This design comes from an exercise in tuning for small area, a short achievable clock period and few clock cycles on the open sky130 flow, not from production work. The RTL was checked by simulation tests, not by an equivalence proof against the original design. Power figures rest on the tool's default switching activity, not on a simulated workload.

// Cache
module Cache
#(
  parameter SIZE = 8*4*64,
  parameter NWAYS = 4,
  parameter NSETS = 8,
  parameter BLOCK_SIZE = 64,
  parameter WIDTH = 32,
  parameter MWIDTH = 64,
  parameter INDEX_WIDTH = 3,
  parameter TAG_WIDTH = 26,
  parameter OFFSET_WIDTH = 3,
  parameter WORD1 = 3,
  parameter WORD2 = 7
)
(
  input  wire                      clk,
  input  wire                      reset_n,
  input  wire [WIDTH-1:0]          address,
  input  wire [WIDTH-1:0]          din,
  input  wire                      rden,
  input  wire                      wren,
  output wire                      hit_miss,
  output wire [WIDTH-1:0]          q,
  output wire [MWIDTH-1:0]         mdout,
  output wire [WIDTH-1:0]          mrdaddress,
  output wire                      mrden,
  output wire [WIDTH-1:0]          mwraddress,
  output wire                      mwren,
  input  wire [MWIDTH-1:0]         mq
);
clock: 8.5 ns
lec_check: 0
abc_clock_period_in_ps: 3500
cap_margin: 20
core_margin: 2
core_utilization: 50
setup_slack_margin: 5
slew_margin: 20
tns_end_percent: 10
standard.sh (not shown) runs the stock make flow with config.mk's settings and CLKGATE_MAP_FILE= SYNTH_SCRIPT=/design/flow/synth_recipe.tcl, a recipe that flattens the netlist after the stock synthesis.
==> flow/flow/run.sh <==
#!/bin/bash
# Layout flow: the standard layout (standard.sh: the standard synthesis and the
# ORFS flow to the final layout), with two ORFS variables set on the make command line:
#  - BUFFER_PORTS_ARGS: the buffer every input and output port gets is
#    sky130_fd_sc_hd__buf_4, not the resizer's default pick (the delay cell
#    clkdlybuf4s50_1, which adds about 0.6 ns to every output path);
#  - MATCH_CELL_FOOTPRINT=0: timing repair may resize a cell to one of another footprint.
# Synthesis, floorplan, power grid, placement, clock tree and routing are otherwise
# the standard flow's. ORFS writes each step's log under orfs/logs/; make's own output
# goes to standard_flow.log here.
set -euo pipefail
bash standard.sh MATCH_CELL_FOOTPRINT=0 "BUFFER_PORTS_ARGS=-buffer_cell sky130_fd_sc_hd__buf_4" finish > standard_flow.log 2>&1
The first run produced a clean layout.
Testbench counts at the start, summed over its fixed seeds: cycles 43,660.
Rerun with:
- CTS_CLUSTER_DIAMETER: default -> 60
- CTS_CLUSTER_SIZE: default -> 30
- TNS_END_PERCENT: 10 -> 20
After rerunning:
- The changed run completed with no timing, DRC or antenna violations
- maximum frequency went up slightly
- core utilization decreases by 1.2 points
- sequential power is about the same
- clock-buffer cell count decreases by 250
- cell count drops by a few percent
- setup slack gets better by 0.057 ns
- sequential cell count stays the same
- first-iteration DRC count came out higher slightly
- power goes down by a little under a tenth
Rerun with:
- CTS_CLUSTER_DIAMETER: 60 -> default
- CTS_CLUSTER_SIZE: 30 -> default
After rerunning: Routed wire length stays flat; global-route usage is about the same; final area climbs by 2.0%; critical path depth drops by 3; maximum frequency is about the same; synthesized area stays the same; via count climbs by 1.2%; worst setup slack improves by 0.0047 ns; sequential power barely changes; worst hold slack barely changes.

---

Another version of the RTL of Cache (not shown whole).
Size: about 8,400 cells after synthesis, roughly 3,200 flip-flops, roughly 130,000 sq um of cells after synthesis.
==> flow/config.mk <==
export PLATFORM = sky130hd
export DESIGN_NAME = Cache
export DESIGN_NICKNAME = Cache
export VERILOG_FILES = /design/flow/design.v
export SDC_FILE = /design/flow/constraint.sdc
export NUM_CORES = 4
export LEC_CHECK = 0
export ABC_CLOCK_PERIOD_IN_PS = 3500
export CAP_MARGIN = 20
export CORE_MARGIN = 2
export CORE_UTILIZATION = 50
export CTS_CLUSTER_DIAMETER = 60
export CTS_CLUSTER_SIZE = 30
export SETUP_SLACK_MARGIN = 5
export SLEW_MARGIN = 20
export TNS_END_PERCENT = 20
==> flow/constraint.sdc <==
create_clock -name core_clock -period 8.5 [get_ports {clk}]
set_input_delay 1.7000 -clock core_clock [delete_from_list [all_inputs] [get_ports {clk}]]
set_output_delay 1.7000 -clock core_clock [all_outputs]
set_load 0.01 [all_outputs]
Scripts as last shown in full above: flow/flow/run.sh
Testbench counts at the start, summed over its fixed seeds: cycles 43,660.
Then changed:
CTS_CLUSTER_DIAMETER = default   (was 60)
CTS_CLUSTER_SIZE = default   (was 30)
=> The new run went through all stages and came out clean. Count of clock-buffer cells in the layout grows by 245. Via count climbs by 0.32%. Maximum frequency climbs by 1.5%. Total power went up by 9.0%. Wire length fell by 0.93%. First-iteration DRC count drops by 9.5%. Combinational power decreases by about 0.6%.

-- re-timing with driven ports --
The results above use ideal ports. As a check the final layouts listed here were re-extracted and re-timed, cells and wires unchanged. Step 1, drivers: a clkbuf_16 drives clk and a buf_2 each remaining input, both assumed. Step 2 times the ports against the registers' clock, not the clock port: input delays grow and output delays shrink by t, the midpoint of the rising clock arrivals with the driver on. a / b / c = ideal ports / drivers / drivers and shift; a / b = the first two.
| run | t (ns) | setup WS [ns] | hold slack, ns | worst setup path after step 2 |
|---|---|---|---|---|
| the first run of note 1 | 1.043 | 4.698 / 4.698 / 3.658 | 0.424 / 0.424 / 0.424 | input to register |
| the second run of note 1 | 1.003 | 4.756 / 4.697 / 3.694 | 0.475 / 0.475 / 0.475 | input to register |
| the third run of note 1 | 1.054 | 4.760 / 4.760 / 3.802 | 0.475 / 0.475 / 0.475 | input to register |
| the first run of note 2 | 1.011 | 4.626 / 4.545 / 3.534 | 0.448 / 0.448 / 0.448 | input to register |
| the second run of note 2 | 1.059 | 4.685 / 4.399 / 3.340 | 0.443 / 0.443 / 0.443 | input to register |
After both steps every run listed still meets setup and hold. The setup slack of the second run of note 2, which loses most, moves by -0.286 ns with the drivers and by -1.345 ns with both steps.
